What follows belongs to an exercise in optimizing a design on an open flow for small area and a short achievable clock period; a production flow would make more cautious choices. Function was checked by simulation only, so behaviour that the tests miss may differ from the original. Power and IR drop assume default switching activity.

$ cat flow/rom_contents.dat
7857DD86
22222222
BA6F875C
940EEE3C
4DC2A627
33406BC4
E325FAA6
B938451E
68FB90D7
C1D8FAC1
B7740A63
C2354E2B
43E58844
887E8400
3EC33DD6
A2DA95A8
12345678
23456789
7F90ADE7
5AAB0A37
6A769806
86FF0DE2
BA4E6C36
9D9B532A
F6978770
37D72E4A
4F3D4E7B
8B389064
B43D4318
548A84A5
84F42B4B
131DB618
BB3A6A06
C63D5F77
FFE9EC11
DDFA7FA4
34D57084
B070E384
C0A9C8BE
BA49C19F
77F1CAF0
ECB736D8
B5834F4C
D4DD79D3
DF354788
A70B967A
25FBAB1B
88177ABD
366DADC0
DE11EE00
6972F683
FAACED22
0EF8E010
C54BE01C
597538CB
A0F09780
6AA45FE0
7744001A
1FCA7DA2
B9AE5C8F
BE564059
2393446A
C34797C4
53BDF64D
$ cat flow/run.sh
#!/bin/bash
# synth_recipe.tcl (not shown) runs the flow's synth.tcl, then flattens the netlist and writes it again
# the make line also repeats each setting of config.mk as NAME=value (left out here)
make -C /OpenROAD-flow-scripts/flow DESIGN_CONFIG=/design/flow/config.mk WORK_HOME=/design/flow/orfs CLKGATE_MAP_FILE= SYNTH_SCRIPT=/design/flow/synth_recipe.tcl finish
$ cat flow/config.mk
export PLATFORM = sky130hd
export DESIGN_NAME = ahb_lite
export DESIGN_NICKNAME = ahb_lite
export VERILOG_FILES = /design/flow/design.v
export SDC_FILE = /design/flow/constraint.sdc
export NUM_CORES = 4
export LEC_CHECK = 0
export CAP_MARGIN = 20
export CORE_MARGIN = 2
export CORE_UTILIZATION = 40
export SLEW_MARGIN = 20
$ cat flow/constraint.sdc
create_clock -name core_clock -period 8.0 [get_ports {HCLK}]
set_input_delay 1.6000 -clock core_clock [delete_from_list [all_inputs] [get_ports {HCLK}]]
set_output_delay 1.6000 -clock core_clock [all_outputs]
set_load 0.01 [all_outputs]
$ cat flow/design.v
module flop 
#(parameter WIDTH = 8)
(input              	clk,
 input  	[WIDTH-1:0] d,
 output reg [WIDTH-1:0] q
);
  always@(posedge clk)
    q <= d;
endmodule
module ahb_decoder(
	input  [31:0] HADDR,
    output [3:0]  HSEL
);
  assign HSEL[0] = (HADDR[31:16] == 16'h0000);  
  assign HSEL[1] = (HADDR[31:17] == 15'h0001);  
  assign HSEL[2] = (HADDR[31:4]  == 28'h2020000);  
  assign HSEL[3] = (HADDR[31:8]  == 24'h200030);   
endmodule
module ahb_mux(
	input  [3:0]  HSEL,
    input  [31:0] HRDATA0, HRDATA1, HRDATA2, HRDATA3,
	output reg [31:0] HRDATA
);
  always@(*)
    casez(HSEL)
      4'b???1: HRDATA = HRDATA0;
      4'b??10: HRDATA = HRDATA1;
      4'b?100: HRDATA = HRDATA2;
      4'b1000: HRDATA = HRDATA3;
      default: HRDATA = 32'b0;
    endcase
endmodule
module ahb_rom(
	input         HCLK,
    input         HSEL,
    input  [15:2] HADDR,
    output [31:0] HRDATA
);
  reg [31:0] rom[63:0];  
  initial
      $readmemh("rom_contents.dat",rom);
  assign HRDATA = rom[HADDR[7:2]];
endmodule
module ahb_ram(
	input         HCLK,
    input         HSEL,
    input  [16:2] HADDR,
    input         HWRITE,
    input  [31:0] HWDATA,
	output [31:0] HRDATA
);
  reg [31:0] ram[15:0];  
  assign HRDATA = ram[HADDR[5:2]];
  always@(posedge HCLK)
    if (HWRITE & HSEL) ram[HADDR[5:2]] <= HWDATA;
endmodule
module ahb_gpio(input  logic        HCLK,
                input  logic        HRESETn,
                input  logic        HSEL,
                input  logic        HADDR,
                input  logic        HWRITE,
                input  logic [31:0] HWDATA,
                output logic [31:0] HRDATA,
                input  logic [31:0] pins_in,
                output logic [31:0] pins_out,
                output logic [31:0] pins_dir);
  logic [31:0] gpio[1:0];      
  logic [31:0] pins;           
  always_ff @(posedge HCLK or negedge HRESETn)
    if (~HRESETn) begin
      gpio[0] <= 32'b0;   
      gpio[1] <= 32'b0;   
    end else if (HWRITE & HSEL)
      gpio[HADDR] <= HWDATA;
  assign HRDATA = HADDR ? gpio[1] : pins;
  assign pins_out = gpio[0];
  assign pins_dir = gpio[1];
  genvar i;
  generate
    for (i=0; i<32; i=i+1) begin: pinloop
      assign pins[i] = gpio[1][i] ? gpio[0][i] : pins_in[i];
    end
  endgenerate
endmodule
module ahb_timer(
	input         HCLK,
    input         HRESETn,
    input         HSEL,
    input  [4:2]  HADDR,
    input         HWRITE,
    input  [31:0] HWDATA,
    output [31:0] HRDATA
);
  reg  [31:0] timers[6:0];      
  wire [31:0] chi, clo;         
  wire [3:0]  match, clr;       
  always@(posedge HCLK or negedge HRESETn)
    if (~HRESETn) begin
      timers[0] <= 32'b0;   
      timers[1] <= 32'b0;   
      timers[2] <= 32'b0;   
      timers[3] <= 32'b0;   
      timers[4] <= 32'b0;   
      timers[5] <= 32'b0;   
      timers[6] <= 32'b0;   
    end 
	else begin
      timers[0] <= {28'b0, match};
      timers[1] <= (HWRITE & HSEL & HADDR == 3'b001) ? HWDATA : clo;
      timers[2] <= (HWRITE & HSEL & HADDR == 3'b010) ? HWDATA : chi;
      if (HWRITE & HSEL & HADDR == 3'b011) timers[3] <= HWDATA;
      if (HWRITE & HSEL & HADDR == 3'b100) timers[4] <= HWDATA;
      if (HWRITE & HSEL & HADDR == 3'b101) timers[5] <= HWDATA;
      if (HWRITE & HSEL & HADDR == 3'b110) timers[6] <= HWDATA;
    end    
  assign HRDATA = (HADDR == 3'b111) ? 32'b0 : timers[HADDR];
  assign {chi, clo} = {timers[2], timers[1]} + 1;
  assign clr = {4{HWRITE & HSEL & HADDR == 3'b000}} & HWDATA[3:0];
  assign match[0] = ~clr[0] & (timers[0][0] | (timers[1] == timers[3]));
  assign match[1] = ~clr[1] & (timers[0][1] | (timers[1] == timers[4]));
  assign match[2] = ~clr[2] & (timers[0][2] | (timers[1] == timers[5]));
  assign match[3] = ~clr[3] & (timers[0][3] | (timers[1] == timers[6]));
endmodule
module ahb_lite(
	input        HCLK,
    input        HRESETn,
    input [31:0] HADDR,
    input        HWRITE,
    input [31:0] HWDATA,
    output[31:0] HRDATA,
    input [31:0] pins_in,
    output[31:0] pins_out,
    output[31:0] pins_dir
);
  wire [3:0] HSEL;
  wire [31:0] HRDATA0, HRDATA1, HRDATA2, HRDATA3;
  wire [31:0] HADDRDEL;
  wire        HWRITEDEL;
  flop #(32)  adrreg(HCLK, HADDR, HADDRDEL);
  flop #(1)   writereg(HCLK, HWRITE, HWRITEDEL);
  ahb_decoder dec(HADDRDEL, HSEL);
  ahb_mux     mux(HSEL, HRDATA0, HRDATA1, HRDATA2, HRDATA3, HRDATA);
  ahb_rom     rom  (HCLK, HSEL[0], HADDRDEL[15:2], HRDATA0);
  ahb_ram     ram  (HCLK, HSEL[1], HADDRDEL[16:2], HWRITEDEL, HWDATA, HRDATA1);
  ahb_gpio    gpio (HCLK, HRESETn, HSEL[2], HADDRDEL[2], HWRITEDEL, HWDATA, HRDATA2, pins_in, pins_out, pins_dir);
  ahb_timer   timer(HCLK, HRESETn, HSEL[3], HADDRDEL[4:2], HWRITEDEL, HWDATA, HRDATA3);
endmodule
==> run notes <==
* Largest net degree at the start of global routing at 152
* Commonest cells in the netlist: 512 x edfxtp_1, 260 x dfrtp_1, 208 x mux2_2
* Synth Area in Adders at 0.642%
* Logic pwr share at 10.6%
* Clock root buffer: clkbuf_16
* Fmax at 0.154 GHz
* Vias per std cell at 6.13
* Number of synthesized register bits at 835
* Post-synth top area cell: edfxtp_1
* Clk pwr share at 41.9%
* CTS Buf Count at 88
* Number of global-route vias before repair at 26400
* Required @ worst endpoint at 6.40 ns
* Post-synth EDFFs at 512
* Cells after Synth at 2910
* Crit path launch type: flip-flop
* Dpl ws at 2.20 ns
* Core area at 96600 um2
* WHS at 0.525 ns
* Starting density of the core at 40.3%
* CTS tree: built
* Post-synth top area share at 39.5%
* Register area at 23200 um2
* Die extent in x at 316 um
* Max-cap violation count at 0
* Number of setup buffers added after CTS at 0
* First DRT Iteration DRCs at 3914
* # DRC at 0
* Ys flop type: edfxtp_1
* Syn. warnings at 9
* Leak at 15.9 nW
* WP data arrival at 4.89 ns
* H-Tree Level Count at 3
* GR Util All Layers at 27.6%
* Clock Latency Late Sink at 0.68 ns
* Worst Skew at 0.0380 ns
* Seq/Total Area, Yosys at 59.4%
* Grt total ovfl at 0
* P_int at 0.00766 W
* Post-synthesis simple-gate area fraction at 7.80%
* Mapped Area at 39000 um2
* Fin. Hold Viols at 0
* Top post-synthesis cells by area: edfxtp_1 39%, dfrtp_1 17%, mux4_2 6.6%, mux2_2 6.0%, xnor2_1 3.4%
* Sequential power share at 47.5%
* Switching part of the total at 25.4%
* Max VDD drop at 0.155 mV
* Post-cts sizing count at 0
* Fill cells at 8493
* CP Class: reg2out
* Clk slew on worst S/H paths at 0.07 ns
* First-pass DRT Iterations at 7
* Tcrit/Tclk final at 81.1%
* Final Worst Setup Slack at 1.51 ns
* NetSw at 0.00261 W
* Initial antenna violation count at 11
* Largest family of logic cells by synthesized area: multiplexers
* Die height at 316 um
* Post-route minimum period at 6.49 ns
* Area Growth Syn to Fin at 16.2%
* Vias at 26900
* Count of boundary I/O pins at 195
* Slew at the pin closest to its max-slew limit at 1.17 ns
* FFs w/ async S/R, synth at 31.1%
* Max Slew Vio Count at 0
* Post-synthesis mux area share at 15.8%
* Routed WL at 138000 um
* Share of layout cells above drive strength 1 at 19.4%
* CTS max path bufs at 3
* Die area at 99900 um2
* Clock Sinks at 835
* PD cells at 227 nW/um2
* Setup violators final at 0
* Rows at 114
* RSZ-0062 raised after global routing: false
* Count leader, synth: edfxtp_1
* Crit end category: output port
* Count of cell types in the netlist at 72
* Post-Route Utilization at 46.9%
* Nets@finish at 3161
* # port buffers at 192
* Complex-gate fraction of the synthesized area at 9.12%
* CP max FO at 35
* Avg Inst Size Synth at 13.4 um2
* Fin Setup TNS at 0 ns
* Status: no timing/DRC/antenna violations
* DR WL/cell at 31.5 um
* Worst min-delay path category: reg2reg
* First-pass GRT wire length at 197000 um
* Placed wire-length estimate at 92300 um
* Multi-input logic area at 14800 um2
* Post-DRT Antenna Nets at 0
* Syn_nets at 3029
* Slew HR at 21.7%
* XOR/XNOR share of the synthesized area at 4.32%
* Hold buffers post-CTS at 0
* Gp weighted congestion at 0.996
cells in the final DEF (no fill, tap or decap), drive strengths merged, types with 13 or more instances in the layout:
cell,n
o21ai,145
nor2,182
xnor2,153
mux2,249
a31oi,36
dfrtp,260
and3,14
mux4,115
nand2b,43
and4,13
inv,22
buf,95
a221oi,36
a211oi,22
clkbuf,117
clkinv,32
nand3,59
clkdlybuf4s50,178
a222oi,23
nand4,53
nor2b,15
xor2,39
nand2,139
nor4,23
nor3,37
o211ai,25
dfxtp,63
edfxtp,512
mux2i,77
ha,20
a22oi,32
a21oi,179
path summary, 6_finish.rpt:
check | from | endpoint | slack [ns] | cells past startpoint
max in group asynchronous | HRESETn | gpio.gpio[0][10] | 5.37 | 2
min in group asynchronous | HRESETn | timer.timers[5][30] | 1.02 | 1
worst min-delay path | gpio.gpio[0][2] | gpio.gpio[0][2] | 0.53 | 1
worst max-delay path | gpio.HADDR | HRDATA[17] | 1.51 | 9
worst min register to register | gpio.gpio[0][2] | gpio.gpio[0][2] | 0.53 | 1
worst max register to register | gpio.HADDR | ram.ram[9][4] | 3.90 | 6
metal layers:
metal	global-route usage (%)	vias to the layer above	part of all wire, %
li1	-	11400	-
met1	40.1	13900	42
met2	41.5	1424	45
met3	5.39	227	9.7
met4	9.10	0	3.3
met5	0	-	0
sequential cells by signal, summed over array words and instances, names as in the netlist:
signal / count
timer.timers: 196
gpio.HADDR: 1
adrreg.q: 29
writereg.q: 1
mux.HRDATA0: 32
gpio.gpio: 64
ram.ram: 512
kinds of logic after synthesis:
logic type      Yosys count
flops                   835
fa+ha+maj                20
mux                     441
compound gates          563
buf+inv                 252
xor+xnor                192
simple gates            607
critical path: stages, from the launching register on:
cell             delay (ns)
dfxtp_4                0.56
buf_4                  0.56
nor2b_2                0.82
buf_4                  0.27
nand2_1                0.06
o211a_1                0.12
nor4_1                 0.40
a21oi_1                0.08
a21oi_1                0.60
clkdlybuf4s50_1        0.70
layout make-up:
class | instances | area share [%]
antenna | 2 | 0.0111
timing repair buffer | 273 | 5.59
multi-input combinational | 1823 | 32.8
sequential | 835 | 51.2
inverter | 21 | 0.174
clock buffer | 117 | 5.38
tap | 1276 | 3.53
clock inverter | 49 | 1.35
stage by stage:
stage               power [W]  cell area (um2)  std cells
floorplan             0.00551            39000       2910
global route           0.0106            45200       4394
global placement      0.00602            42200       4227
CTS                    0.0103            45300       4394
finish                 0.0103            45200       4396
detailed placement    0.00603            42200       4228
power by group through the flow:
stage                     Combinational [W]  Sequential (W)  Clock [W]
after detailed placement            0.00107         0.00496          0
after CTS                           0.00108         0.00487    0.00436
after floorplan                    0.000692         0.00482          0
after global routing                0.00115         0.00489    0.00452
after global placement              0.00107         0.00495          0
final                               0.00109         0.00487    0.00430

## port drivers added, routing unchanged
No port has a modelled driver above. Below, the same layout with a new extraction and two added sets of constraints.
Step 1: set_driving_cell puts a clkbuf_16 on HCLK and a buf_2 on each other input, an assumption about the parent block.
Step 2 times the ports against the registers' clock, not the clock port: input delays grow and output delays shrink by t, the midpoint of the rising clock arrivals with the driver on.
Three values: ideal, step 1, step 2; two values: the first two.
shift t [ns]: 0.732
setup slack, ns: 1.511 / 1.439 / 2.115
worst setup path at the end: input to output
After both steps this run still meets setup and hold. For this run, drivers alone change the setup slack by -0.072 ns; drivers and shift together by +0.604 ns.
